This is an optimization exercise on Yosys and OpenROAD, whose aim is small area, a short achievable clock period and few clock cycles per item, not a production implementation.
The RTL was checked by simulation tests, not by an equivalence proof against the original design.

===== flow/flow/run.sh =====
#!/bin/bash
# Layout flow: the standard ORFS flow (standard.sh, all steps from
# synthesis to the final DEF), with the port buffers made of plain
# sky130_fd_sc_hd__buf_2 cells instead of the delay buffers buffer_ports
# picks by default. Everything ORFS prints goes to run_standard.log here;
# each ORFS step also keeps its own log under orfs/logs/.
set -euo pipefail
export BUFFER_PORTS_ARGS="-buffer_cell sky130_fd_sc_hd__buf_2"
bash standard.sh > run_standard.log 2>&1

===== flow/standard.sh =====
#!/bin/bash
# synth_recipe.tcl (not shown) runs the flow's synth.tcl, then flattens the netlist and writes it again
# the make line also repeats each setting of config.mk as NAME=value (left out here)
make -C /OpenROAD-flow-scripts/flow DESIGN_CONFIG=/design/flow/config.mk WORK_HOME=/design/flow/orfs CLKGATE_MAP_FILE= SYNTH_SCRIPT=/design/flow/synth_recipe.tcl "${@:-finish}"

===== flow/config.mk =====
export PLATFORM = sky130hd
export DESIGN_NAME = ascon_p_serial_multiround
export DESIGN_NICKNAME = ascon_p_serial_multiround
export VERILOG_FILES = /design/flow/design.v
export SDC_FILE = /design/flow/constraint.sdc
export NUM_CORES = 4
export LEC_CHECK = 0
export CAP_MARGIN = 20
export CORE_MARGIN = 2
export CORE_UTILIZATION = 60
export CTS_BUF_LIST = sky130_fd_sc_hd__clkbuf_16
export CTS_CLUSTER_DIAMETER = 85
export CTS_CLUSTER_SIZE = 25
export PLACE_DENSITY = 0.72
export SETUP_SLACK_MARGIN = 1.9
export SLEW_MARGIN = 60
export SYNTH_HIERARCHICAL = 1
export SYNTH_MINIMUM_KEEP_SIZE = 0

===== flow/constraint.sdc =====
create_clock -name core_clock -period 4.2 [get_ports {clk}]
set_input_delay 0.8400 -clock core_clock [delete_from_list [all_inputs] [get_ports {clk}]]
set_output_delay 0.8400 -clock core_clock [all_outputs]
set_load 0.01 [all_outputs]

===== flow/design.v =====
`timescale 1ns / 1ps
module rotr
    #(parameter BW = 64)
    (
        input [BW - 1:0] val,     
        input [5:0] n_1,          
        input [5:0] n_2,          
        output [BW - 1:0] out
    );
    assign out = ((val >> n_1) | (val << (BW - n_1))) ^ ((val >> n_2) | (val << (BW - n_2)));
endmodule
module ascon_xor (input a, input b, output y);
    assign y = a ^ b;
endmodule
module ascon_xnor (input a, input b, output y);
    assign y = ~(a ^ b);
endmodule
module ascon_orn (input a, input b, output y);
    assign y = a | ~b;
endmodule
module ascon_or (input a, input b, output y);
    assign y = a | b;
endmodule
module ascon_muxi (input s, input a, input b, output y);
    assign y = ~(s ? a : b);
endmodule
module ascon_c1 (input x1, input x2, input x3, output y);
    assign y = x1 ? ~(x3 & x2) : (x3 & ~x2);
endmodule
module ascon_c1i (input x1, input x2n, input x3, output y);
    assign y = x1 ? ~(x3 & ~x2n) : (x3 & x2n);
endmodule
module ascon_c3 (input x0, input x3, input x4, output y);
    assign y = (x3 & x0) | (x3 & ~x4) | (x0 & ~x4);
endmodule
module ascon_nxt (input ld, input d, input h, input q, input advn, input rn, output n);
    assign n = ~((advn | rn) & ~((ld & d) | (h & q)));
endmodule
module ascon_rd (input [4:0] s, input [4:0] x, output y);
    assign y = |(s & x);
endmodule
`timescale 1ns / 1ps
module round_counter (
    input            clk,
    input            rstn,
    input            en,       
    input            inc,      
    output reg [3:0] dout,     
    output reg       done,     
    output           adv,      
    output     [3:0] knext     
);
    assign adv   = rstn & ~en & inc & ~done;
    assign knext = (dout == 4'd11) ? 4'd0 : dout + 4'd1;
    always @(posedge clk) begin
        if (!rstn || en) begin
            dout <= 4'd0;
            done <= 1'b0;
        end else if (inc && !done) begin
            dout <= dout + 4'd1;
            if (dout == 4'd11)
                done <= 1'b1;
        end
    end
endmodule
`timescale 1ns / 1ps
module ascon_p_serial_multiround     
     #(parameter BW = 64) (
         input clk,
         input rstn,
         input en,                        
         input en_inc,                    
         input [2:0] slice_idx,           
         input [BW-1:0] slice_in,         
         output reg [BW-1:0] slice_out,   
         output done                      
     );
    reg  [BW-1:0] x0, x1, x2, x3, x4;
    wire [3:0]    round;
    wire [3:0]    knext;
    wire          adv;
    round_counter round_ctr (
        .clk(clk), .rstn(rstn), .en(en), .inc(en_inc),
        .dout(round), .done(done), .adv(adv), .knext(knext)
    );
    wire [7:0] kadd = {knext, knext};     
    wire [BW-1:0] d0, d1, d2, d3, d4n;    
    genvar i;
    generate
        for (i = 0; i < BW; i = i + 1) begin : g_sbox
            wire b0, b2, t0n, t2n, c0, c1, c2n, c3, e4, b4;
            ascon_xor  XB0(.a(x0[i]), .b(x4[i]), .y(b0));
            ascon_orn  T2 (.a(x3[i]), .b(x4[i]), .y(t2n));           
            if (i >= 4 && i < 8) begin : g_inv
                ascon_xnor XB2(.a(x2[i]), .b(x1[i]), .y(b2));
                ascon_or   T0 (.a(x1[i]), .b(x2[i]), .y(t0n));       
                ascon_c1i  C1 (.x1(x1[i]), .x2n(x2[i]), .x3(x3[i]), .y(c1));
            end else begin : g_pos
                ascon_xor  XB2(.a(x2[i]), .b(x1[i]), .y(b2));
                ascon_orn  T0 (.a(x1[i]), .b(x2[i]), .y(t0n));       
                ascon_c1   C1 (.x1(x1[i]), .x2(x2[i]), .x3(x3[i]), .y(c1));
            end
            ascon_xnor XC0(.a(b0), .b(t0n), .y(c0));                 
            ascon_xor  XC2(.a(b2), .b(t2n), .y(c2n));                
            ascon_c3   C3 (.x0(x0[i]), .x3(x3[i]), .x4(x4[i]), .y(c3));
            ascon_xnor XE4(.a(x3[i]), .b(x0[i]), .y(e4));
            ascon_xor  XB4(.a(x4[i]), .b(x3[i]), .y(b4));
            ascon_muxi C4 (.s(x1[i]), .a(e4), .b(b4), .y(d4n[i]));   
            ascon_xnor XD0(.a(c0), .b(d4n[i]), .y(d0[i]));           
            ascon_xor  XD1(.a(c1), .b(c0), .y(d1[i]));               
            ascon_xnor XD3(.a(c3), .b(c2n), .y(d3[i]));              
            assign d2[i] = c2n;                                      
        end
    endgenerate
    wire ld0 = rstn & en & (slice_idx == 3'd0);
    wire ld1 = rstn & en & (slice_idx == 3'd1);
    wire ld2 = rstn & en & (slice_idx == 3'd2);
    wire ld3 = rstn & en & (slice_idx == 3'd3);
    wire ld4 = rstn & en & (slice_idx == 3'd4);
    wire h0  = rstn & ~ld0 & ~adv;
    wire h1  = rstn & ~ld1 & ~adv;
    wire h2  = rstn & ~ld2 & ~adv;
    wire h3  = rstn & ~ld3 & ~adv;
    wire h4  = rstn & ~ld4 & ~adv;
    wire advn = ~adv;
    wire [BW-1:0] n0, n1, n2, n3, n4;
    generate
        for (i = 0; i < BW; i = i + 1) begin : g_lin
            wire p0, p1, p2, p3, p4;      
            wire r0, r1, r2, r3, r4;      
            wire e2;
            ascon_xor  P0(.a(d0[(i+19)%64]),  .b(d0[(i+28)%64]),  .y(p0));
            ascon_xor  P1(.a(d1[(i+61)%64]),  .b(d1[(i+39)%64]),  .y(p1));
            ascon_xor  P2(.a(d2[(i+1)%64]),   .b(d2[(i+6)%64]),   .y(p2));
            ascon_xor  P3(.a(d3[(i+10)%64]),  .b(d3[(i+17)%64]),  .y(p3));
            ascon_xor  P4(.a(d4n[(i+7)%64]),  .b(d4n[(i+41)%64]), .y(p4));
            ascon_xnor R0(.a(p0), .b(d0[i]),  .y(r0));
            ascon_xnor R1(.a(p1), .b(d1[i]),  .y(r1));
            if (i < 8) begin : g_rc
                ascon_xor  K2(.a(d2[i]), .b(kadd[i]), .y(e2));
            end else begin : g_norc
                assign e2 = d2[i];
            end
            ascon_xnor R2(.a(p2), .b(e2),     .y(r2));
            ascon_xnor R3(.a(p3), .b(d3[i]),  .y(r3));
            ascon_xor  R4(.a(p4), .b(d4n[i]), .y(r4));              
            ascon_nxt  N0(.ld(ld0), .d(slice_in[i]), .h(h0), .q(x0[i]), .advn(advn), .rn(r0), .n(n0[i]));
            ascon_nxt  N1(.ld(ld1), .d(slice_in[i]), .h(h1), .q(x1[i]), .advn(advn), .rn(r1), .n(n1[i]));
            ascon_nxt  N2(.ld(ld2), .d(slice_in[i]), .h(h2), .q(x2[i]), .advn(advn), .rn(r2), .n(n2[i]));
            ascon_nxt  N3(.ld(ld3), .d(slice_in[i]), .h(h3), .q(x3[i]), .advn(advn), .rn(r3), .n(n3[i]));
            ascon_nxt  N4(.ld(ld4), .d(slice_in[i]), .h(h4), .q(x4[i]), .advn(advn), .rn(r4), .n(n4[i]));
        end
    endgenerate
    always @(posedge clk) begin
        x0 <= n0; x1 <= n1; x2 <= n2; x3 <= n3; x4 <= n4;
    end
    wire [4:0] sel;
    assign sel[0] = (slice_idx == 3'd0);
    assign sel[1] = (slice_idx == 3'd1);
    assign sel[2] = (slice_idx == 3'd2);
    assign sel[3] = (slice_idx == 3'd3);
    assign sel[4] = (slice_idx == 3'd4);
    wire [BW-1:0] rd;
    generate
        for (i = 0; i < BW; i = i + 1) begin : g_rd
            ascon_rd RD(.s(sel), .x({x4[i], x3[i], x2[i], x1[i], x0[i]}), .y(rd[i]));
        end
    endgenerate
    always @(posedge clk)
        slice_out <= rd;
endmodule

==> summary.txt, run 1 <==
Global routing consumed, on the met3 layer, 14.73% of the routing resources. Type of the most critical hold path: input port to register. The slew of the pin with the lowest slew margin is 0.6766 ns. Of the synthesized area, sequential elements account for 28.28%. The tools report the hold violation count in the final report as 0. The area of the die is 47620 um^2.

Leading cell type in the layout, fill and taps excluded: xor2_1. The largest total area in the synthesized netlist belongs to dfxtp_1. The net count after synthesis is 3015. Counting buffers and inverters, the worst setup path is 6 cells deep. After synthesis the cells add up to 27530 um^2.

The clock slew at the register clock pins of the worst setup and hold paths works out to 0.11 ns. The met1 layer usage reported by global route was 61.70%; the core outline area was 45380 um^2. The width of the chip is 218.2 um. The final HPWL from detailed placement was 83760 um.

The count of maximum capacitance violations was 0. The critical path goes through nand2b_1, xnor2_1, xor2_2, xor2_1, xnor2_1, o21ai_1. In the final routed layout, each cell accounts on average for 30.68 um.

The Yosys step of the flow raised 8 warnings. The cell depth of the worst min-delay path came out at 3. Setup violations remaining at the end of the flow were counted as 0. Setup repair after global routing could not meet its margin everywhere. The count of input and output buffers is 135.

The final critical path time including I/O delays and setup is 2.391 ns. In this run the vertical extent of the chip is 218.2 um. The tools report the startpoint of the most critical register-to-register path as x1[29].

In this design, the stage delay of the slowest critical-path cell is 0.46 ns. The logs give 4.69 ns for the required time at the worst-slack endpoint and 0 for the number of pins with negative max-slew slack in the final report. For the final worst-path setup slack, the log shows 1.809 ns. The detailed router placed 25.67k vias in this run. The slowest stage of the critical path belongs to the cell xnor2_1. Of the available clock period, the critical path in the final layout requires 56.92%.

Using the TritonRoute via totals, the vias-per-cell ratio works out to 6.706. The share of Yosys cell area claimed by the top area cell type came out at 28.28%. The worst hold path begins at slice_in[48]. In the post-synthesis netlist, the biggest area contributors are dfxtp_1 (28%), xor2_1 (23%), xnor2_1 (16%).

The weighted congestion at the end of routability-driven global placement was 1.120. The type of destination of the critical path is a register. For this run the aggregate overflow at the end of global routing stands at 0. Placed standard-cell area: 31460 um^2.

Number of global-route vias before repair: 23.71k. The run finished with no timing, DRC or antenna violations. The worst setup path is launched from a register. Clock tree buffer depth: 3.

For the worst setup path, the data arrival time is 2.88 ns. The logs give 3278 for the post-layout net count and 33420 um^2 for the summed area of non-filler cells in the final layout. The first global-routing pass estimated 165400 um of wire. A synthesized cell averages 9.356 um^2. Initial antenna violation count: 3.

The initial core utilization was 60.67%; the post-placement worst setup slack was 1.359 ns. In the final layout, the share of cells above drive strength 1 is 20.08%. The met2 track utilization from global routing is 68.51%, and the iteration count of the initial detailed-routing pass is 9. The post-route setup TNS was 0 ns; the number of routed nets with antenna violations was 0. Kind of cell adding the most delay to the critical path: XOR/XNOR gates.

Root cell of the clock tree: clkbuf_16. The growth of design area from synthesis to finish was 21.38%; the flop-to-flop setup slack was 1.81 ns. For the maximum number of pins on one net before global-route repair, the log shows 108.

For the H-tree depth, the log shows 1. The critical-path maximum fanout is 6, and the number of cells traversed by the worst register-to-register path is 6. Synthesis produced a netlist whose cell count is 2943. Between clock sinks in the finished design, the worst skew comes to 0.02873 ns. In this run, post-CTS hold repair placed 0 buffers.

The flip-flop and latch count after synthesis was 389; the count of cell types in the netlist was 37. Routing layer with the top usage in global route: met2. Based on the critical path, the design can be clocked at up to 418.3 MHz. Worst max-slew margin expressed relative to the limit: 54.57%. TritonCTS built the clock tree. Wires add up to 117400 um. The path with the worst hold slack has its endpoint at x2[48]. The capture instance of the worst register-to-register path is x1[54]. For the DRC marker count from the first detailed-route iteration, the log shows 4352. Most prevalent standard cell on the critical path: xnor2_1.

The tools report the row count as 78. Overall global routing resource usage: 47.80%. The later pin in the worst-skew pair is clocked with a latency of 0.62 ns. The critical path is of the register to register type. The number of top-level pins came out at 136. For this design, the sink count on the clock tree is 389. Clock tree synthesis inserted a total of 27 buffers.

For this run, design rule violations remaining after detail routing come to 0. In the layout the commonest cells are xor2_1 (586), xnor2_1 (419), dfxtp_1 (388). Counting both buffers and inverters, the worst setup path holds a total of 0.
[how the worst max path moves through the flow]
stage                 from     end
floorplan               en   x0[0]
global placement        en  x4[32]
detailed placement      en   x4[8]
CTS                  x4[3]  x1[28]
global route        x1[29]  x3[12]
finish              x1[29]  x1[54]
[repair_timing]
action / CTS / global route
pin swaps: 4 / 11
resized for setup: 9 / 35
buffers inserted: 3 / 22
endpoints found under the setup margin: 11 / 59
cloned: 0 / 0
[Yosys stat by module (local to each module, per instance), excerpt]
module,flip-flops and latches,cell area (um^2),cells inside
ascon_c1i,0,15.01,1
ascon_c3,0,15.01,2
ascon_xor,0,8.758,1
ascon_c1,0,13.76,2
ascon_muxi,0,10.01,1
round_counter,5,281.5,31
ascon_or,0,6.256,1
[layer usage]
| metal | wire, um | vias up |
|---|---|---|
| li1 | - | 10773 |
| met1 | 41780 | 12325 |
| met2 | 47860 | 2063 |
| met3 | 17420 | 505 |
| met4 | 10370 | 4 |
| met5 | 24 | - |
[tightest hold or removal path, stage by stage]
cell	delay, ns
buf_2	0.13
a22oi_1	0.07
o21ai_1	0.07
[cell type report]
class / count / area (um^2)
Clock inverter: 23 / 290.3
Multi-Input combinational cell: 2424 / 21680
Clock buffer: 27 / 675.6
Antenna cell: 1 / 2.502
Sequential cell: 389 / 7789
Inverter: 127 / 480.5
Tap cell: 600 / 750.7
Timing Repair Buffer: 237 / 1757
Fill cell: 3396 / 11960
[flip-flops by register name, summed over array words and instances, names as in the netlist]
name,cells
x3,64
round_ctr.dout,4
x4,64
round_ctr.done,1
slice_out,64
x0,64
x1,64
x2,64
[synthesized netlist by cell type]
master / number
a21o_2: 1
a21oi_1: 3
a222oi_1: 64
a22oi_1: 384
a31oi_1: 4
and2_1: 1
and3b_2: 1
and4_1: 1
buf_4: 1
buf_6: 2
dfxtp_1: 389
ha_1: 1
inv_1: 126
inv_2: 1
maj3_2: 64
mux2_2: 1
mux2_4: 4
mux2i_1: 125
nand2_1: 66
nand2b_1: 128
nand2b_4: 1
nand3_2: 1
nand3b_1: 1
nand3b_4: 1
nor2_1: 13
nor2_4: 1
nor2b_1: 1
nor2b_4: 1
nor3_1: 1
nor3_2: 1
nor3b_1: 1
o21ai_0: 1
o21ai_1: 320
or2_1: 4
or3_1: 1
xnor2_1: 517
xor2_1: 710
[kinds of logic after synthesis]
family                   after synthesis  share of synthesized area, %
AO/OA/AOI/OAI                        777                         18.81
XOR/XNOR                            1227                         39.03
adder cells (fa/ha/maj)               65                         2.663
buffers and inverters                130                         1.840
flip-flops                           389                         28.28
multiplexers                         130                         4.803
AND/OR/NAND/NOR                      225                         4.572
[through the flow]
stage,hold WS (ns),util [%],std cells
4_1_cts,0.5090,71.64,3804
3_3_place_gp,0.5146,65.62,3739
2_1_floorplan,0.4982,-,2943
6_report,0.5150,73.64,3828
5_1_grt,0.5420,73.64,3827
3_5_place_dp,0.5391,69.32,3751
Testbench counts, summed over its fixed seeds: cycles 6,576, items 384.
==> run 2: changes to the inputs <==
--- a/flow/config.mk
+++ b/flow/config.mk
@@ -8,5 +8,5 @@
 export CAP_MARGIN = 20
 export CORE_MARGIN = 2
-export CORE_UTILIZATION = 60
+export CORE_UTILIZATION = 50
 export CTS_BUF_LIST = sky130_fd_sc_hd__clkbuf_16
 export CTS_CLUSTER_DIAMETER = 85
==> run 2 against run 1 <==
Against the previous run:
- still clean
- via count decreased by 2.8%
- fmax rose by 1.6%
- hold slack gained 0.0044 ns
- register-to-register slack improved by 0.04 ns
- worst setup slack improved by 0.038 ns
- clock skew shrank 0.0045 ns
- first-iteration DRC count shrank 2.7%
- cell area decreased by 0.28%
- critical path type unchanged
- critical endpoint is now x1[7]
==> summary.txt, run 2 <==
Clock tree synthesis selected as its root buffer the cell clkbuf_16. The remaining routing DRC violations is 0, and the number of routed nets with antenna violations is 0. Along the worst path, the maximum fanout reaches 6.

The netlist area before placement is 27530 um^2, and the overall global routing resource usage is 40.29%. For the H-tree depth, the log shows 1. The net count of the finished layout is 3273. The worst hold path passes through 3 cells. For this block, wires on met1 add up to 44280 um. Yosys printed 8 warnings. Hold violation count in the final report: 0. On the worst path, the slowest cell contributes a delay of 0.53 ns. The startpoint identified for the worst hold timing path is slice_in[43]. In this design, the critical path's most frequently occurring cell is xnor2_1.

Type of the most critical hold path: input port to register. Width of the chip: 238.7 um. In this run the critical register-to-register path is captured at x1[7]. After synthesis, the netlist uses 37 different library cells. Ranked by instance count, the synthesized netlist is headed by xor2_1 (710), xnor2_1 (517), dfxtp_1 (389).

The run gives 0 ns as the post-route setup TNS. The DRC marker count from the first detailed-route iteration was 4235. The slowest cell on the critical path was xor2_2. The type of destination of the critical path was a register. The mean routed wirelength per cell came out at 30.13 um.

For this run, asynchronously set or reset flops after synthesis account for 0%. Excluding fillers, the count of instances in the completed layout stands at 3924. The setup check on the worst reg-to-reg path leaves a slack of 1.85 ns. In the final layout, the multi-input gates occupy 21630 um^2. After detailed routing, no signal wire sits above met4. Once the floorplan was initialized, standard cells occupied 50.27% of the core. After clock tree synthesis, the clock-pin slew on the worst setup and hold paths is 0.11 ns.

In the layout the commonest cells are xor2_1 (595), xnor2_1 (409), dfxtp_1 (389). By area the synthesized netlist is led by dfxtp_1 (28%), xor2_1 (23%), xnor2_1 (16%). The library cell used most frequently in the layout, excluding fill and tap cells, is xor2_1.

The logs give 3 for the clock tree buffer depth and 77 for the maximum number of pins on one net before global-route repair. The sequential standard cell area came out at 7787 um^2. The flow ran to the end and the layout has no timing, DRC or antenna violations. The arrival time reported for the critical path endpoint is 2.86 ns. In this run the mean area of a mapped cell was 9.356 um^2. The wire length of the first global-routing pass is 167000 um, and the count of input and output buffers is 135. Setup repair after global routing could not meet its margin everywhere.

For the total wire length after detailed routing, the log shows 118200 um. Compared with the post-synthesis result, the final layout area differs by 21.04%. The worst path needs 2.353 ns of the cycle, external delays included. In the finished design, the share of the clock period the worst path needs comes to 56.02%. Routed length on met2: 48940 um. The slew of the pin with the lowest slew margin was 0.6720 ns. The primary flip-flop cell chosen by synthesis mapping was dfxtp_1. In this run the standard cell core region covers 54770 um^2. The number of pins with negative max-slew slack in the final report is 0. Among cell families on the critical path, the largest total delay comes from XOR/XNOR gates. The tool flagged a number of max-cap violations equal to 0.

Counting flops with a built-in enable in the synthesized netlist gives 0. The capture endpoint of the worst hold path is x3[43]. The synthesized design contains 389 register bits. The number of buffers and inverters on the critical path works out to 0.

The library cell with the highest instance count after synthesis was xor2_1. Routability-driven placement finished with a final weighted congestion of 1.076. The run gives 0 as the initial antenna violation count.

The critical path startpoint category is a register. The die height is 238.7 um, and the required time at the worst-slack endpoint is 4.70 ns. The tools report the sum of overflow across all layers after global routing as 0. Of all cell types, the one taking the most synthesized area is dfxtp_1. For the worst flop-to-flop path, the logic depth is 6.

The logs give 425.0 MHz for the maximum clock rate and 3015 for the net count after synthesis. Once detailed placement completed, the half-perimeter wirelength came to 84640 um. For this design, the CTS-stage hold fixing added 0 buffers. In the final layout, the share of cells above drive strength 1 is 19.81%. The tools report the detailed route wirelength on metal3 as 16070 um.

Summing the sequential cell areas from Yosys gives 28.28% of the chip area. CTS saw 389 sinks. The startpoint of the most critical register-to-register path was x1[4].

Setup violations remaining at the end of the flow were counted as 0. Traced cell by cell, the critical path runs through or2_1, xnor2_1, xor2_2, xor2_1, xnor2_1, o21ai_1. After technology mapping, the gate count stands at 2943. Measured against its own limit, the worst slew margin works out to 54.98%. The number of placed instances, taps included, is 3869.

Clock skew on the completed layout was measured at 0.02423 ns. Pin placement for this block handled 136 I/O pins. The run gives 4691 as the final-layout fill cell count. The repair_antennas step left the layout with diodes totalling 0. In this run the number of cells on the critical path is 6.

The share of synthesized area in the top cell type comes to 28.28%. The overall via count from detail_route was 24.96k; the vias per cell was 6.361. Clock buffer count from CTS: 26.

For the worst-skew pair, the clock arrives at the later sink with an insertion delay of 0.62 ns. TritonCTS built the clock tree. The tools report the area of the die as 56960 um^2. The number of global-route vias before repair is 22.83k, and the row count is 86. The kind of critical path was register to register.

The first TritonRoute pass finished after 10 iterations.
==> run 2: cell families (layout without fill, tap and decap cells) <==
| logic type | Yosys count | count (layout) | share of synthesized area, % |
|---|---|---|---|
| xor+xnor | 1227 | 1227 | 39.03 |
| compound gates | 777 | 777 | 18.81 |
| flops | 389 | 389 | 28.28 |
| simple gates | 225 | 225 | 4.572 |
| mux | 130 | 130 | 4.803 |
| buf+inv | 130 | 407 | 1.840 |
| fa+ha+maj | 65 | 65 | 2.663 |
==> run 2: worst max path at each step <==
stage / slack [ns] / to / from
after floorplan: -0.25 / x0[0] / en
after global placement: 1.16 / x4[45] / en
after detailed placement: 1.46 / x4[32] / en
after CTS: 1.83 / x0[12] / x3[31]
after global routing: 1.83 / x1[60] / x4[35]
final: 1.85 / x1[7] / x1[4]
==> run 2: repair_timing <==
item / CTS / global route
gates resized for setup: 11 / 37
setup endpoints to repair: 13 / 39
setup buffers: 0 / 8
gates cloned: 0 / 0
pin swaps: 0 / 8
==> run 2: through the flow <==
step,instance area (um^2),setup slack (ns),util [%],hold WS (ns)
final,33330,1.847,60.85,0.5194
after floorplan,27600,-0.2494,-,0.4982
after global routing,33330,1.827,60.85,0.5313
after detailed placement,31700,1.455,57.87,0.5071
after CTS,32700,1.832,59.71,0.5145
after global placement,29950,1.157,54.69,0.5198
==> run 2: per-module statistics from Yosys, one instance, submodules excluded <==
module                     cells inside  flip-flops and latches  times used
ascon_c1i                             1                       0           4
ascon_rd                              3                       0          64
ascon_c3                              2                       0          64
ascon_or                              1                       0           4
ascon_p_serial_multiround           412                     384           1
ascon_nxt                             2                       0         320
ascon_orn                             1                       0         124
ascon_xor                             1                       0         708
ascon_c1                              2                       0          60
ascon_xnor                            1                       0         516
round_counter                        31                       5           1
ascon_muxi                            1                       0          64
==> run 2: per-layer routing <==
metal / vias to the layer above / GRT usage [%]
li1: 10762 / -
met1: 11918 / 55.51
met2: 1910 / 58.17
met3: 372 / 7.771
met4: 0 / 24.28
met5: - / 0
==> run 2: layout make-up <==
class	instances	share of cell area, %
clock buffers	27	2.027
clock inverters	20	0.7434
inverters	127	1.442
multi-input cells	2424	64.89
flip-flops and latches	389	23.37
well taps	704	2.643
repair buffers	233	4.888
==> run 2: tightest hold or removal path: stages <==
cell and delay (ns):
buf_2 0.13, a22oi_1 0.07, o21ai_1 0.07
==> run 3: changes to the inputs <==
==> flow/flow/run.sh (replaced) <==
#!/bin/bash
# Layout flow: the standard ORFS flow (standard.sh, all steps from
# synthesis to the final DEF), with two changes:
#  - the port buffers are plain sky130_fd_sc_hd__buf_2 cells instead of the
#    delay buffers buffer_ports picks by default;
#  - after ORFS's global route step has repaired timing, flow/post_grt.tcl
#    runs a second setup repair pass (hook POST_GLOBAL_ROUTE_TCL).
# Everything ORFS prints goes to run_standard.log here; each ORFS step also
# keeps its own log under orfs/logs/.
set -euo pipefail
here=$(pwd)
export BUFFER_PORTS_ARGS="-buffer_cell sky130_fd_sc_hd__buf_2"
export POST_GLOBAL_ROUTE_TCL="$here/flow/post_grt.tcl"
bash standard.sh > run_standard.log 2>&1
==> flow/flow/post_grt.tcl (new file) <==
# Hook run by ORFS at the end of its global route step (POST_GLOBAL_ROUTE_TCL):
# a second setup repair on global-route parasitics, without buffer removal,
# then the same legalisation and incremental global route ORFS runs after
# its own repair.
puts "extra setup repair after global route"
estimate_parasitics -global_routing
report_worst_slack -max
repair_timing -setup -setup_margin $::env(SETUP_SLACK_MARGIN) \
  -sequence "sizeup,swap,buffer,clone,split" -match_cell_footprint -verbose
global_route -start_incremental
detailed_placement
global_route -end_incremental
estimate_parasitics -global_routing
report_worst_slack -max
report_design_area
--- a/flow/config.mk
+++ b/flow/config.mk
@@ -9,7 +9,4 @@
 export CORE_MARGIN = 2
 export CORE_UTILIZATION = 50
-export CTS_BUF_LIST = sky130_fd_sc_hd__clkbuf_16
-export CTS_CLUSTER_DIAMETER = 85
-export CTS_CLUSTER_SIZE = 25
 export PLACE_DENSITY = 0.72
 export SETUP_SLACK_MARGIN = 1.9
==> run 3 against run 2 <==
Against the previous run:
- still clean on timing, DRC and antenna
- fmax fell by 3.2%
- area after synthesis did not move
- via count rose by 1.5%
- first-iteration DRC count rose by 5.7%
- critical path type unchanged
- largest cell class unchanged
==> summary.txt, run 3 <==
The final layout contains 3299 nets. The run gives 119700 um as the total wire length after detailed routing. Max-cap violations in this run came to 0.

The tools report the count of cell types in the netlist as 37. The initial core utilization is 50.27%. The core region is 54770 um^2. Across the routed clock network, the largest skew measured is 0.02371 ns.

The first detailed-routing pass ran for 9 iterations. Global routing used 40.91% of the available tracks across all layers. Of all nets on the critical path, the largest fanout is 6. Data on the critical path arrives at its endpoint at 2.89 ns. The clock buffer count from CTS was 47; the overall via count from detail_route was 25.33k. The logs give 4.66 ns for the required time at the worst-slack endpoint and 86 for the row count. Type of the most critical hold path: register to register.

The smallest hold slack is 0.5342 ns. The root cell of the clock tree is clkbuf_16. The kind of critical path is register to register.

The net count after synthesis came out at 3015. Yosys warning count: 8. Number of global-route vias before repair: 23.23k. The vias per cell is 6.389. The final HPWL from detailed placement was 84640 um; the count of input and output buffers was 135.

In this run the horizontal extent of the chip is 238.7 um. In the final layout, the share of cells above drive strength 1 is 20.67%. The tree built by TritonCTS fans out to 389 sinks. Mean routed wirelength per cell: 30.18 um.

In the post-synthesis netlist, the biggest area contributors are dfxtp_1 (28%), xor2_1 (23%), xnor2_1 (16%). The remaining routing DRC violations is 0, and the die height is 238.7 um. The cell type with the largest total area after synthesis is dfxtp_1. The hold violation count in the final report was 0; the flip-flop and latch count after synthesis was 389.

The die covers 56960 um^2. The commonest cells after synthesis are xor2_1 (710), xnor2_1 (517), dfxtp_1 (389). TritonCTS built the clock tree. Entering global routing, the biggest net connects 77 pins. A synthesized cell averages 9.356 um^2.

STA classifies the critical path startpoint as a register. The number of pins with negative max-slew slack in the final report was 0.

The total overflow left after global routing is 0. Counting both buffers and inverters, the worst setup path holds a total of 0. Clock latency on the worst-skew pair, taken at its later pin, is 0.61 ns. The netlist area before placement is 27530 um^2, and the buffers inserted during post-CTS setup optimization is 0. The tools report the number of routed nets with antenna violations as 0. The first global-routing pass estimated 168800 um of wire. The signal on the critical path passes through xor2_1, xnor2_1, xor2_2, xor2_1, xnor2_1, o21ai_1.

The slowest cell on the critical path is xor2_2. The run finished with no timing, DRC or antenna violations. 136 I/O pins were placed.

In the post-synthesis netlist, the cell with the most instances is xor2_1. The kind of cell with the highest combined delay along the critical path is XOR/XNOR gates. For this design, the CTS-stage hold fixing added 0 buffers. The tools report the weighted congestion at the end of routability-driven global placement as 1.076. The number of enable flip-flop cells after synthesis is 0. On the worst path, the slowest cell contributes a delay of 0.58 ns. The library cells used most frequently in the layout, excluding fill and tap cells, are xor2_1 (595), xnor2_1 (405), dfxtp_1 (389). The routed design could run at a clock period as short as 2.430 ns. Register area share after synthesis: 28.28%.

Static timing analysis puts the maximum clock frequency at 411.5 MHz. In the synthesized netlist, the number of instances is 2943. Clock-pin slew was measured on the worst setup and hold paths at 0.06 ns. The share of synthesized flip-flops with an asynchronous set or reset is 0%. STA classifies the critical path endpoint as a register. Leading cell type in the layout, fill and taps excluded: xor2_1.

Slew of the pin with the lowest slew margin: 0.6894 ns. After layout, the worst path uses 57.86% of the clock period. The run gives 2 as the H-tree depth. The synthesized design devotes to its leading area cell type 28.28% of total area.

Antenna cell count: 0. The initial antenna violation count is 0, and the post-cts sizing count is 13. The worst register-to-register path has a setup slack of 1.77 ns. Clock tree buffer depth: 3.

The primary flip-flop cell chosen by synthesis mapping is dfxtp_1. The worst pin sits at a relative slew slack of 53.13%. In the final timing run, aggregate negative setup slack is 0 ns.

For the DRC marker count from the first detailed-route iteration, the log shows 4475. Relative to the synthesized area, the layout overhead comes to 23.77%. For the setup violation total in the final timing report, the log shows 0.
[run 3: cell counts after synthesis]
No cell type changed its count.
[run 3: per-module statistics from Yosys, one instance, submodules excluded, excerpt]
module	cells inside	area [um^2]	flip-flops and latches	copies in the design
ascon_c1	2	13.76	0	60
ascon_c1i	1	15.01	0	4
ascon_c3	2	15.01	0	64
ascon_muxi	1	10.01	0	64
ascon_rd	3	21.27	0	64
ascon_xnor	1	8.758	0	516
[run 3: worst register-to-register path, stage by stage (launching register included)]
cell and delay [ns]:
dfxtp_1 0.45, xor2_1 0.13, xnor2_1 0.45, xor2_2 0.58, xor2_1 0.41, xnor2_1 0.18
o21ai_1 0.08
[run 3: final timing paths]
kind / endpoint / from / depth (start not counted)
setup / recovery: x1[26] / x4[23] / 6
hold / removal: round_ctr.done / round_ctr.done / 2
setup reg to reg: x1[26] / x4[23] / 6
hold reg to reg: round_ctr.done / round_ctr.done / 2
[run 3: layout make-up]
class / count / area (um^2)
multi-input cells: 2424 / 21680
fillers: 4588 / 20690
flip-flops and latches: 389 / 7787
repair buffers: 238 / 1667
clock buffers: 71 / 1419
well taps: 704 / 880.8
inverters: 127 / 480.5
clock inverters: 12 / 160.2
[run 3: through the flow]
stage	std cells	setup slack (ns)	area [um^2]	utilization [%]
2_1_floorplan	2943	-0.2494	27600	-
3_3_place_gp	3857	1.157	29950	54.69
3_5_place_dp	3869	1.455	31700	57.87
4_1_cts	3952	1.815	33370	60.93
6_report	3965	1.770	34080	62.22
[run 3: cells by family (layout without fill, tap and decap cells)]
logic type,Yosys count,in the layout,synth area share (%)
buffers and inverters,130,448,1.840
XOR/XNOR,1227,1227,39.03
AND/OR/NAND/NOR,225,225,4.572
adder cells (fa/ha/maj),65,65,2.663
AO/OA/AOI/OAI,777,777,18.81
multiplexers,130,130,4.803
flip-flops,389,389,28.28
[run 3: per-layer routing]
metal  share of wire [%]  vias up  global-route usage, %  routed length, um
met5                   0        -                      0                  0
met4                 7.9        0                  25.91               9486
met3                  14      406                  10.15              16350
met2                  42     1869                  58.65              49680
met1                  37    12214                  54.79              44150
li1                    -    10845                      -                  -
==> run 4: changes to the inputs <==
==> flow/flow/run.sh (replaced) <==
#!/bin/bash
# Layout flow: the standard ORFS flow (standard.sh, all steps from
# synthesis to the final DEF), with two changes:
#  - the port buffers are plain sky130_fd_sc_hd__buf_2 cells instead of the
#    delay buffers buffer_ports picks by default;
#  - before global placement the state flip-flops are resized from dfxtp_1
#    to dfxtp_2 (flow/upsize_state_ff.tcl, ORFS hook PRE_GLOBAL_PLACE_TCL).
# Everything ORFS prints goes to run_standard.log here; each ORFS step also
# keeps its own log under orfs/logs/.
set -euo pipefail
here=$(pwd)
export BUFFER_PORTS_ARGS="-buffer_cell sky130_fd_sc_hd__buf_2"
export PRE_GLOBAL_PLACE_TCL="$here/flow/upsize_state_ff.tcl"
bash standard.sh > run_standard.log 2>&1
==> flow/flow/upsize_state_ff.tcl (new file) <==
# Hook run by ORFS at the start of its global placement step
# (PRE_GLOBAL_PLACE_TCL): the state flip-flops x0..x4 each drive the S-box of
# their bit slice as well as the read and hold logic, so they start as
# sky130_fd_sc_hd__dfxtp_2 instead of dfxtp_1 (same cell type, stronger drive).
set n 0
foreach inst [get_cells -filter "ref_name == sky130_fd_sc_hd__dfxtp_1"] {
  if {[string match {x[0-4]*} [get_full_name $inst]]} {
    replace_cell $inst sky130_fd_sc_hd__dfxtp_2
    incr n
  }
}
puts "state flip-flops resized to dfxtp_2: $n"
--- a/flow/config.mk
+++ b/flow/config.mk
@@ -9,4 +9,7 @@
 export CORE_MARGIN = 2
 export CORE_UTILIZATION = 50
+export CTS_BUF_LIST = sky130_fd_sc_hd__clkbuf_16
+export CTS_CLUSTER_DIAMETER = 85
+export CTS_CLUSTER_SIZE = 25
 export PLACE_DENSITY = 0.72
 export SETUP_SLACK_MARGIN = 1.9
removed: flow/flow/post_grt.tcl
==> run 4 against run 3 <==
Against the previous run:
- still clean
- count of clock-buffer cells in the layout is 42 lower
- hold slack lost 0.028 ns
- cell count is 1.0% lower
- die area unchanged
- register-to-register slack improved by 0.03 ns
- worst setup slack improved by 0.032 ns
- global-route usage increased by 1.5 points
- fmax rose by 1.3%
- largest cell class unchanged
==> summary.txt, run 4 <==
The flow ran to the end and the layout has no timing, DRC or antenna violations. The area growth from synthesis to layout is 22.37%. The average instance in the mapped netlist occupies 9.356 um^2. Registers take 8188 um^2. The required time at the worst-slack endpoint was 4.70 ns.

The multi-input combinational cell area came out at 21580 um^2. Among all cell types in the netlist, the one instantiated most often is xor2_1. The count of cell types in the netlist is 37, and the core outline area is 54770 um^2. For this block, the via count after detailed routing is 25.29k. Sequential cells were found to cover 28.28% of the synthesized design area.

The mean routed wirelength per cell is 31.78 um, and the clock skew after layout is 0.02004 ns. The weighted congestion at the end of routability-driven global placement is 1.098, and the maximum clock rate is 417.0 MHz. For the row count, the log shows 86. Ranked by instance count, the synthesized netlist is headed by xor2_1 (710), xnor2_1 (517), dfxtp_1 (389). The critical-path maximum fanout is 6. The worst max-slew margin expressed relative to the limit was 54.25%; the Yosys warning count was 8. In the synthesized netlist the async set-or-reset flop fraction comes to 0%. The logs give 42.43% for the overall global routing resource usage and 124700 um for the total wire length after detailed routing. The area of the die came out at 56960 um^2. In the finished design, the share of the clock period the worst path needs comes to 57.10%.

The initial utilization of the core area, before any placement, comes to 50.27%. The leading cell type in the layout, fill and taps excluded was xor2_1. The clock slew at the register clock pins of the worst setup and hold paths is 0.10 ns. DRC marker count from the first detailed-route iteration: 4209.

At the later pin of the worst-skew pair, clock insertion delay measures 0.63 ns. The initial antenna violation count is 1, and the slew of the pin with the lowest slew margin is 0.6840 ns. The sum of overflow across all layers after global routing was 0.

The post-route setup TNS is 0 ns. Across the run, the number of max-cap violations was 0. Counting every net in the synthesized netlist gives 3015. The number of top-level pins was 136; the number of pins with negative max-slew slack in the final report was 0.

STA classifies the critical path startpoint as a register. Traced cell by cell, the critical path runs through xor2_1, xnor2_1, xor2_2, buf_4, xor2_1, xnor2_1, o21ai_1. The run gives 0 as the hold violation count in the final report. Of the cells placed in the final design, the portion with a size suffix greater than 1 is 29.41%. In the synthesized netlist, the number of instances is 2943. The first global-routing pass estimated 174400 um of wire. The H-tree depth is 1, and the post-layout net count is 3271. For the clock tree buffer depth, the log shows 3. Slowest cell on the critical path: xor2_2.

For this design, the CTS-stage hold fixing added 0 buffers. Setup violations remaining at the end of the flow were counted as 0. The worst path needs 2.398 ns of the cycle, external delays included. Entering global routing, the biggest net connects 93 pins. The vias per cell was 6.444. The largest single stage delay on the critical path is 0.49 ns. After detailed routing, the number of remaining DRC violations is 0.

Number of routed nets with antenna violations: 0. Before antenna repair, the detailed router went through 9 iterations. The top cell types in the final layout, fill and taps aside, are xor2_1 (602), xnor2_1 (408), a22oi_1 (384).

The arrival time reported for the critical path endpoint came out at 2.90 ns. TritonCTS built the clock tree. In this run, synthesis inferred 0 flip-flops with an integrated enable.

The floorplan step set the die width to 238.7 um. The most used flip-flop cell after synthesis is dfxtp_1. Port buffering added 135 buffers. Root cell of the clock tree: clkbuf_16. The largest total area in the synthesized netlist belongs to dfxtp_1. For the netlist area before placement, the log shows 27530 um^2. The kind of critical path was register to register. Once detailed placement completed, the half-perimeter wirelength came to 90390 um.

The share of Yosys cell area claimed by the top area cell type came out at 28.28%. The clock buffer count from CTS was 28; the flip-flop and latch count after synthesis was 389. 0 antenna diodes ended up in the layout. The final-layout fill cell count is 4546.

Counting every sink on the clock net gives 389. The number of global-route vias before repair was 23.49k. The worst setup path is captured at a register. Die height: 238.7 um. Ranked by total cell area, the synthesized netlist is headed by dfxtp_1 (28%), xor2_1 (23%), xnor2_1 (16%). Type of the most critical hold path: input port to register. Setup repair after global routing could not meet its margin everywhere.
==> run 4: changes by cell type in the layout (fill, tap and decap cells not counted), moves of 6 or more <==
cell | before | now
buf_4 | 81 | 72
clkbuf_1 | 11 | 0
clkbuf_16 | 49 | 29
clkbuf_8 | 11 | 0
dfxtp_1 | 389 | 69
dfxtp_2 | 0 | 320
mux2i_1 | 83 | 89
mux2i_4 | 22 | 15
xor2_1 | 595 | 602
xor2_2 | 102 | 89
xor2_4 | 13 | 19
==> run 4: metal layers <==
metal | global-route usage [%] | wire length (um) | vias to the layer above
met2 | 61.80 | 51370 | 1879
met5 | 0 | 14 | -
met1 | 56.65 | 46780 | 12243
met4 | 25.87 | 9762 | 2
li1 | - | - | 10755
met3 | 10.18 | 16800 | 408
==> run 4: worst max-delay path: cells and delay by family (launching register included) <==
kind | cells | cell delay (ns)
compound gates | 1 | 0.09
buf+inv | 1 | 0.23
flops | 1 | 0.37
xor+xnor | 5 | 1.57
==> run 4: kinds of logic after synthesis <==
| family | synth area share, % |
|---|---|
| multiplexers | 4.803 |
| AND/OR/NAND/NOR | 4.572 |
| AO/OA/AOI/OAI | 18.81 |
| flip-flops | 28.28 |
| XOR/XNOR | 39.03 |
| buffers and inverters | 1.840 |
| adder cells (fa/ha/maj) | 2.663 |
==> run 4: final timing paths <==
| kind | from | to | cells after the start | slack [ns] |
|---|---|---|---|---|
| setup / recovery | x4[16] | x1[41] | 7 | 1.80 |
| hold / removal | slice_in[8] | x0[8] | 3 | 0.51 |
| setup reg to reg | x4[16] | x1[41] | 7 | 1.80 |
| hold reg to reg | round_ctr.done | round_ctr.done | 2 | 0.53 |
==> run 4: final cells by class <==
cell class,instances,share of cell area (%)
Multi-Input combinational cell,2424,64.05
Tap cell,704,2.614
Timing Repair Buffer,229,4.716
Sequential cell,389,24.30
Clock inverter,22,0.7390
Inverter,127,1.426
Clock buffer,29,2.154
==> run 4: stage by stage <==
step	cells	cell area [um^2]	utilization (%)	setup WS (ns)	hold slack, ns
floorplan	2943	27600	-	-0.2494	0.4982
global placement	3860	30390	55.48	1.312	0.5223
detailed placement	3868	32200	58.78	1.317	0.5131
CTS	3919	33210	60.63	1.919	0.4937
global route	3924	33690	61.52	1.835	0.5231
finish	3924	33690	61.52	1.802	0.5060
==> run 4: per-module statistics from Yosys, one instance, submodules excluded, excerpt <==
module,area (um^2),flops+latches,copies in the design,cells inside
round_counter,281.5,5,1,31
ascon_c1i,15.01,0,4,1
ascon_xor,8.758,0,708,1
ascon_xnor,8.758,0,516,1
ascon_p_serial_multiround,7879,384,1,412
ascon_muxi,10.01,0,64,1
==> run 4: repair_timing <==
item,4_1_cts,5_1_grt
pin swaps,0,2
endpoints found under the setup margin,5,44
resized for setup,5,16
setup buffers,0,4
==> run 5: changes to the inputs <==
--- a/flow/config.mk
+++ b/flow/config.mk
@@ -13,5 +13,5 @@
 export CTS_CLUSTER_SIZE = 25
 export PLACE_DENSITY = 0.72
-export SETUP_SLACK_MARGIN = 1.9
+export SETUP_SLACK_MARGIN = 1.8
 export SLEW_MARGIN = 60
 export SYNTH_HIERARCHICAL = 1
==> run 5 against run 4 <==
Against the previous run:
- largest cell class unchanged
- non-clock buffer count down 5
- flip-flop and latch count unchanged
- critical path depth down 1
- register-to-register slack worse by 0.03 ns
- critical path type unchanged
- cell count down 0.13%
- area after synthesis unchanged
==> summary.txt, run 5 <==
Headroom to the max-slew limit came out at 53.53%. The number of antenna diodes in the final layout is 0. The tools report the critical path launch point as x4[42]. The run gives 0 as the setup violation total in the final timing report. Once detail routing completed, the nets flagged for antenna violations numbered 0. After synthesis, the share of flip-flops with an asynchronous set or reset is 0%. The synthesized design devotes to its leading area cell type 28.28% of total area. Launch point of the worst hold path: slice_in[56]. For the net count after synthesis, the log shows 3015. Sorting the synthesized cells by area gives the leading types as dfxtp_1 (28%), xor2_1 (23%), xnor2_1 (16%).

The tools report the root cell of the clock tree as clkbuf_16. The worst setup path is of the register to register kind. For the clock buffer count from CTS, the log shows 28.

The tools report the core outline area as 54770 um^2. Library cell with the highest instance count after synthesis: xor2_1. The mean routed wirelength per cell was 31.70 um. The run gives 411.7 MHz as the maximum clock rate.

The initial utilization of the core area, before any placement, comes to 50.27%. Setup slack on the critical path of the routed design comes to 1.771 ns. The flip-flop and latch count after synthesis works out to 389. Sequential cells were found to cover 28.28% of the synthesized design area. In the synthesized netlist the dominant register cell turns out to be dfxtp_1. The path class of the tightest hold or removal check is input port to register. For the worst setup path, the data arrival time is 2.93 ns.

The clock arrives with 0.02636 ns of skew. Post-route setup TNS: 0 ns. Counting instances in the post-synthesis netlist gives the leading cell types as xor2_1 (710), xnor2_1 (517), dfxtp_1 (389). DRC marker count from the first detailed-route iteration: 4233. Measured along the x axis, the die boundary spans 238.7 um.

In the final design database the tool counted 3266 nets. The count of maximum capacitance violations came out at 0. The growth of design area from synthesis to finish is 21.67%. The run gives 3919 as the final cell count without fillers. The logs give 1.317 ns for the post-placement worst setup slack and 1 for the initial antenna violation count. The logs give 0 for the hold violation count in the final report and 56960 um^2 for the area of the die. The final-layout fill cell count is 4569. The synthesized design spends more area on one cell type than any other, namely dfxtp_1. Along the worst path, the maximum fanout reaches 6. H-tree depth: 1. Measured along the y axis, the die boundary spans 238.7 um. In this run the cell area of the synthesized design comes to 27530 um^2.

The clock tree buffer depth is 3, and the clock slew at the register clock pins of the worst setup and hold paths is 0.11 ns. Leaving out fill and tap cells, the most frequent cell in the layout is xor2_1. The cell count after placement was 3868.

At the worst endpoint, the required time is 4.70 ns. After detailed routing, the number of vias per cell comes to 6.499. The worst register-to-register path begins at x4[42].

In the routed design, unresolved DRC markers number 0. For the buffers inserted during post-CTS setup optimization, the log shows 0.

The run finished with no timing, DRC or antenna violations. The first global-routing pass estimated 174500 um of wire. The tools report the number of global-route vias before repair as 23.50k. Detailed placement ended at an HPWL of 90390 um. Clock tree synthesis found a total of 389 sinks. At the end of routability-driven placement, the weighted congestion stood at 1.098. The count of cell types in the netlist is 37.

The number of pins with negative max-slew slack in the final report was 0; the slew of the pin with the lowest slew margin was 0.6921 ns. The overall via count from detail_route was 25.47k; the row count was 86. 136 I/O pins were placed.

Cells with a size suffix above 1 make up 28.99% of the layout. The tools report the total wire length after detailed routing as 124200 um. At the later pin of the worst-skew pair, clock insertion delay measures 0.63 ns. For the sum of overflow across all layers after global routing, the log shows 0. Yosys mapped a number of flops with a built-in enable equal to 0. The part of the cycle the worst path needs works out to 57.83%.

TritonCTS built the clock tree. The pre-antenna-repair detailed-routing pass consisted of 12 iterations. Port buffering added 135 buffers. Entering global routing, the biggest net connects 93 pins.

Setup repair after global routing could not meet its margin everywhere. The post-synthesis area per instance works out to 9.356 um^2. The worst setup path is captured at a register.

The Yosys step of the flow raised 8 warnings. The cell count after synthesis came out at 2943. The worst setup path is launched from a register. The run gives 42.44% as the overall global routing resource usage. In the layout the commonest cells are xor2_1 (608), xnor2_1 (412), a22oi_1 (384). After layout, the minimum clock period comes to 2.429 ns.
[run 5: cell counts after synthesis]
No cell type changed its count.
[run 5: Yosys stat by module (local to each module, per instance), excerpt]
module,cells,area (um^2),times used
ascon_c1,2,13.76,60
ascon_c1i,1,15.01,4
ascon_nxt,2,12.51,320
ascon_or,1,6.256,4
ascon_orn,1,6.256,124
ascon_p_serial_multiround,412,7879,1
ascon_rd,3,21.27,64
ascon_xor,1,8.758,708
[run 5: cells by family (layout without fill, tap and decap cells)]
kind of cell	Yosys count	count (layout)	synth area share, %
AOI/OAI and AO/OA	777	777	18.81
xor gates and xnor gates	1227	1227	39.03
adders and majority gates	65	65	2.663
buffers and inverters	130	402	1.840
DFF	389	389	28.28
muxes	130	130	4.803
and+or+nand+nor	225	225	4.572
[run 5: cell type report]
type	instances	area (um^2)	area share, %
multi-input cells	2424	21450	64.03
flip-flops and latches	389	8188	24.44
repair buffers	224	1526	4.557
well taps	704	880.8	2.629
clock buffers	29	725.7	2.166
inverters	127	480.5	1.434
clock inverters	22	249.0	0.7433
[run 5: critical path, stage by stage (launching register included)]
cell	delay, ns
dfxtp_2	0.37
xor2_1	0.18
xnor2_1	0.57
xor2_2	0.38
xor2_1	0.47
xnor2_1	0.23
o21ai_1	0.10
[run 5: layer usage]
metal  vias up  GRT usage [%]  share of wire (%)
li1      10766              -                  -
met1     12341          56.93                 37
met2      1957          61.94                 41
met3       404          10.10                 14
met4         2          24.98                7.6
met5         -              0              0.011
[run 5: final timing paths]
path                                       end  slack, ns  cells past startpoint
worst max-delay path                     x1[3]       1.77                      6
worst min-delay path                    x2[56]       0.51                      3
worst max register to register           x1[3]       1.77                      6
worst min register to register  round_ctr.done       0.53                      2
[run 5: repair_timing]
| item | CTS | global route |
|---|---|---|
| hold buffers | 0 | 0 |
| setup endpoints to repair | 0 | 5 |
| gates resized for setup | 0 | 5 |
[run 5: per-stage QoR]
stage                     util (%)  hold slack, ns  area [um^2]
after floorplan                  -          0.4982        27600
final                        61.16          0.5059        33500
after detailed placement     58.78          0.5131        32200
after global routing         61.16          0.5230        33500
after global placement       55.48          0.5223        30390
after CTS                    60.56          0.4937        33170
==> run 6: changes to the inputs <==
==> flow/flow/run.sh (replaced) <==
#!/bin/bash
set -euo pipefail
here=$(pwd)
export BUFFER_PORTS_ARGS="-buffer_cell sky130_fd_sc_hd__buf_2"
export RC_SCALE=1.2
for step in GLOBAL_PLACE RESIZE CTS GLOBAL_ROUTE; do
  export PRE_${step}_TCL="$here/flow/rc_scaled.tcl"
done
bash standard.sh > run_standard.log 2>&1
==> flow/flow/rc_scaled.tcl (new file) <==
set k $::env(RC_SCALE)
set_layer_rc -layer li1  -capacitance [expr {1.499e-04 * $k}]   -resistance [expr {7.176e-02 * $k}]
set_layer_rc -layer met1 -capacitance [expr {1.72375E-04 * $k}] -resistance [expr {8.929e-04 * $k}]
set_layer_rc -layer met2 -capacitance [expr {1.36233E-04 * $k}] -resistance [expr {8.929e-04 * $k}]
set_layer_rc -layer met3 -capacitance [expr {2.14962E-04 * $k}] -resistance [expr {1.567e-04 * $k}]
set_layer_rc -layer met4 -capacitance [expr {1.48128E-04 * $k}] -resistance [expr {1.567e-04 * $k}]
set_layer_rc -layer met5 -capacitance [expr {1.54087E-04 * $k}] -resistance [expr {1.781e-05 * $k}]
set_wire_rc -signal -layer met1
set_wire_rc -clock -layer met3
puts "wire RC scaled by $k"
--- a/flow/config.mk
+++ b/flow/config.mk
@@ -9,9 +9,6 @@
 export CORE_MARGIN = 2
 export CORE_UTILIZATION = 50
-export CTS_BUF_LIST = sky130_fd_sc_hd__clkbuf_16
-export CTS_CLUSTER_DIAMETER = 85
-export CTS_CLUSTER_SIZE = 25
 export PLACE_DENSITY = 0.72
-export SETUP_SLACK_MARGIN = 1.8
+export SETUP_SLACK_MARGIN = 1.75
 export SLEW_MARGIN = 60
 export SYNTH_HIERARCHICAL = 1
removed: flow/flow/upsize_state_ff.tcl
==> run 6 against run 5 <==
Against the previous run:
- synthesized cell count did not move
- first-iteration DRC count rose by 1.2%
- worst setup slack improved by 0.093 ns
- global-route usage fell by 1.7 points
- core utilization rose by 2.0 points
- area after synthesis did not move
- wire length fell by 4.1%
- critical path depth did not move
- cell count rose by 2.2%
- flip-flop and latch count did not move
- cell area rose by 3.2%
==> summary.txt, run 6 <==
Summed over all layers, the global routing overflow is 0. The share of synthesized area in the top cell type comes to 28.28%. Summing the areas of all and, or, nand and nor instances in the mapped netlist gives 4.571% of the synthesized area.

STA classifies the critical path startpoint as a register. For the pin with the worst max-slew slack, the measured transition is 0.6246 ns. The final critical path time including I/O delays and setup works out to 2.336 ns. The tools report the register area share after synthesis as 28.28%. For the H-tree depth, the log shows 2. The arrival time reported for the critical path endpoint is 2.83 ns, and the number of global-route vias before repair is 23.78k. The clock latency on the worst-skew pair was 0.63 ns; the Yosys warning count was 8. Buffers placed on the I/O ports in this run total 135. Setup violation total in the final timing report: 0.

Traced cell by cell, the critical path runs through xor2_1, xnor2_1, xor2_2, xor2_1, xnor2_1, o21ai_1. The slowest cell on the critical path was xor2_1. The count of cell types in the netlist is 37. The core region is 54770 um^2. In this run the worst path has a maximum fanout of 6. For this run, the leading register cell type out of synthesis is dfxtp_1. For this run, the share of the core covered by cells in the final layout is 63.14%. Post-layout net count: 3331. From left edge to right edge, the die measures 238.7 um. For this design the top-level I/O count stands at 136. In the synthesized netlist, mux cells make up 4.803% of the area. The number of nets handed over by synthesis was 3015. The part of the cycle the worst path needs works out to 55.62%.

The type of the most critical hold path is input port to register. The tools report the initial antenna violation count as 4. The type of destination of the critical path was a register. The die height is 238.7 um, and the clock tree buffer depth is 3. The worst setup path is of the register to register kind.

Setup repair after global routing could not meet its margin everywhere. The largest family of logic cells by synthesized area is XOR/XNOR gates. The clock slew at the register clock pins of the worst setup and hold paths is 0.06 ns. The area fraction in compound gates after synthesis is 18.81%, and the maximum number of pins on one net before global-route repair is 80. The worst max-slew margin expressed relative to the limit is 58.16%, and the wire length of the first global-routing pass is 169100 um. Ranked by total cell area, the synthesized netlist is headed by dfxtp_1 (28%), xor2_1 (23%), xnor2_1 (16%).

Leaving out fill and tap cells, the most frequent cell in the layout is xor2_1. The cell type with the largest total area after synthesis is dfxtp_1. The run gives 0 as the remaining routing DRC violations. For the netlist area before placement, the log shows 27530 um^2.

After synthesis, the most frequently instantiated cells are xor2_1 (710), xnor2_1 (517), dfxtp_1 (389). The flow ran to the end and the layout has no timing, DRC or antenna violations. The area of the die was 56960 um^2; the overall via count from detail_route was 25.52k. After Yosys synthesis, full adders, half adders and majority gates account for 2.663% of the synthesized area.

Parity-gate share of the synthesized area counting xor and xnor cells: 39.03%. Mean routed wirelength per cell: 29.74 um. The first detailed-routing pass took 12 iterations. Across the routed clock network, the largest skew measured is 0.03232 ns. Vias per cell: 6.368. For the weighted congestion at the end of routability-driven global placement, the log shows 1.088.

The root cell of the clock tree was clkbuf_16. Total wire length after detailed routing: 119200 um. The smallest hold slack was 0.5192 ns; the delay of the slowest cell on the worst path was 0.49 ns.

The synthesized design contains 389 register bits. The tool flagged a number of max-cap violations equal to 0. For this block, the initial DRC count from the detailed router was 4283. The final-layout fill cell count was 4519. The tools report the placed standard-cell area as 32340 um^2. The detail route stage leaves a number of antenna-violating nets equal to 0. For this configuration, the core starts out at a cell density of 50.27%. For the number of hold-repair buffers added at the cts stage, the log shows 0. TritonCTS built the clock tree. Number of pins with negative max-slew slack in the final report: 0.

Each instance of the synthesized netlist takes up on average 9.356 um^2. The summed area of non-filler cells in the final layout is 34580 um^2, and the growth of design area from synthesis to finish is 25.59%. In the synthesized netlist, the number of instances is 2943. In the final layout, the share of cells above drive strength 1 is 21.40%. Among all cell types in the netlist, the one instantiated most often is xor2_1.

For this run, the top clock speed supported by timing is 428.0 MHz. Once placement completed, the tool counted placed cells totaling 3906. Hold violation count in the final report: 0.

Data on the critical path is required at its endpoint by 4.69 ns. Buffers inserted during clock tree synthesis total 52. The run gives 85940 um as the final HPWL from detailed placement. Leaving out fill and tap cells, the most frequent cells in the layout are xor2_1 (595), xnor2_1 (406), dfxtp_1 (389).

The finished layout holds 4007 standard cells, fillers aside. For this run, asynchronously set or reset flops after synthesis account for 0%. The synthesized design contains 0 enable-type register cells.

The row count is 86. For the number of clock sinks, the log shows 389. Overall global routing resource usage: 40.78%.
==> run 6: final timing paths <==
path | slack (ns) | end | from | cells past startpoint
setup / recovery | 1.86 | x1[6] | x4[3] | 6
hold / removal | 0.52 | x4[43] | slice_in[43] | 3
setup reg to reg | 1.86 | x1[6] | x4[3] | 6
hold reg to reg | 0.54 | round_ctr.done | round_ctr.done | 2
==> run 6: cell families after synthesis <==
kind of cell	Yosys count
flip-flops	389
XOR/XNOR	1227
buffers and inverters	130
AND/OR/NAND/NOR	225
AO/OA/AOI/OAI	777
multiplexers	130
adder cells (fa/ha/maj)	65
==> run 6: layout make-up <==
| class | count | area [um^2] | area share [%] |
|---|---|---|---|
| Clock buffer | 77 | 1597 | 4.617 |
| Multi-Input combinational cell | 2424 | 21640 | 62.57 |
| Tap cell | 704 | 880.8 | 2.547 |
| Inverter | 127 | 480.5 | 1.389 |
| Antenna cell | 4 | 10.01 | 0.02895 |
| Clock inverter | 17 | 195.2 | 0.5644 |
| Sequential cell | 389 | 7787 | 22.52 |
| Timing Repair Buffer | 265 | 1993 | 5.764 |
==> run 6: critical path: cells and delay by family, from the launching register on <==
family          cells  cell delay (ns)
xor+xnor            5             1.66
flops               1             0.45
compound gates      1             0.08
==> run 6: metrics by stage <==
stage               TNS (ns)  worst slack (ns)
finish                     0             1.864
global route               0             1.669
CTS                        0             1.767
detailed placement         0             1.307
global placement           0             1.274
floorplan             -79.80           -0.2494
==> run 6: modules after synthesis (local to each module, per instance) <==
module / flip-flops and latches / cells / copies in the design / area [um^2]
ascon_muxi: 0 / 1 / 64 / 10.01
ascon_c3: 0 / 2 / 64 / 15.01
ascon_c1: 0 / 2 / 60 / 13.76
round_counter: 5 / 31 / 1 / 281.5
ascon_orn: 0 / 1 / 124 / 6.256
ascon_p_serial_multiround: 384 / 412 / 1 / 7879
ascon_nxt: 0 / 2 / 320 / 12.51
ascon_rd: 0 / 3 / 64 / 21.27
ascon_c1i: 0 / 1 / 4 / 15.01
ascon_xor: 0 / 1 / 708 / 8.758
ascon_or: 0 / 1 / 4 / 6.256
ascon_xnor: 0 / 1 / 516 / 8.758
==> run 6: per-layer routing <==
metal / GRT usage [%] / share of wire, % / up-vias
met5: 0 / 0 / -
met4: 29.92 / 9.0 / 0
met3: 11.42 / 14 / 468
met2: 57.36 / 40 / 1940
met1: 53.14 / 37 / 12194
li1: - / - / 10914
==> run 6: timing repair <==
item / 4_1_cts / 5_1_grt
gates resized for setup: 0 / 11
setup endpoints to repair: 0 / 17
buffers inserted: 0 / 2

static timing again, ports no longer ideal:
Ports are ideal in the flow. The routed layouts listed here were re-timed in OpenROAD.
Step 1 sets driving cells, clkbuf_16 on the clock port and buf_2 on the other inputs (assumed; they add their load-dependent delay and slew).
Step 2 times the ports against the registers' clock, not the clock port: input delays grow and output delays shrink by t, the midpoint of the rising clock arrivals with the driver on.
Three values: ideal ports, drivers, drivers and shift; two values: the first two.
| run | shift t [ns] | setup slack, ns | pins driven straight from the clock port |
|---|---|---|---|
| run 1 | 0.665 | 1.809 / 1.809 / 1.392 | 1 |
| run 2 | 0.671 | 1.847 / 1.847 / 1.406 | 1 |
| run 3 | 0.667 | 1.770 / 1.770 / 1.401 | 1 |
| run 4 | 0.688 | 1.802 / 1.802 / 1.373 | 1 |
| run 5 | 0.684 | 1.771 / 1.771 / 1.294 | 1 |
| run 6 | 0.674 | 1.864 / 1.864 / 1.297 | 1 |
After both steps every run listed still meets setup and hold. The setup slack of run 6, which loses most, moves by 0.000 ns with the drivers and by -0.567 ns with both steps.
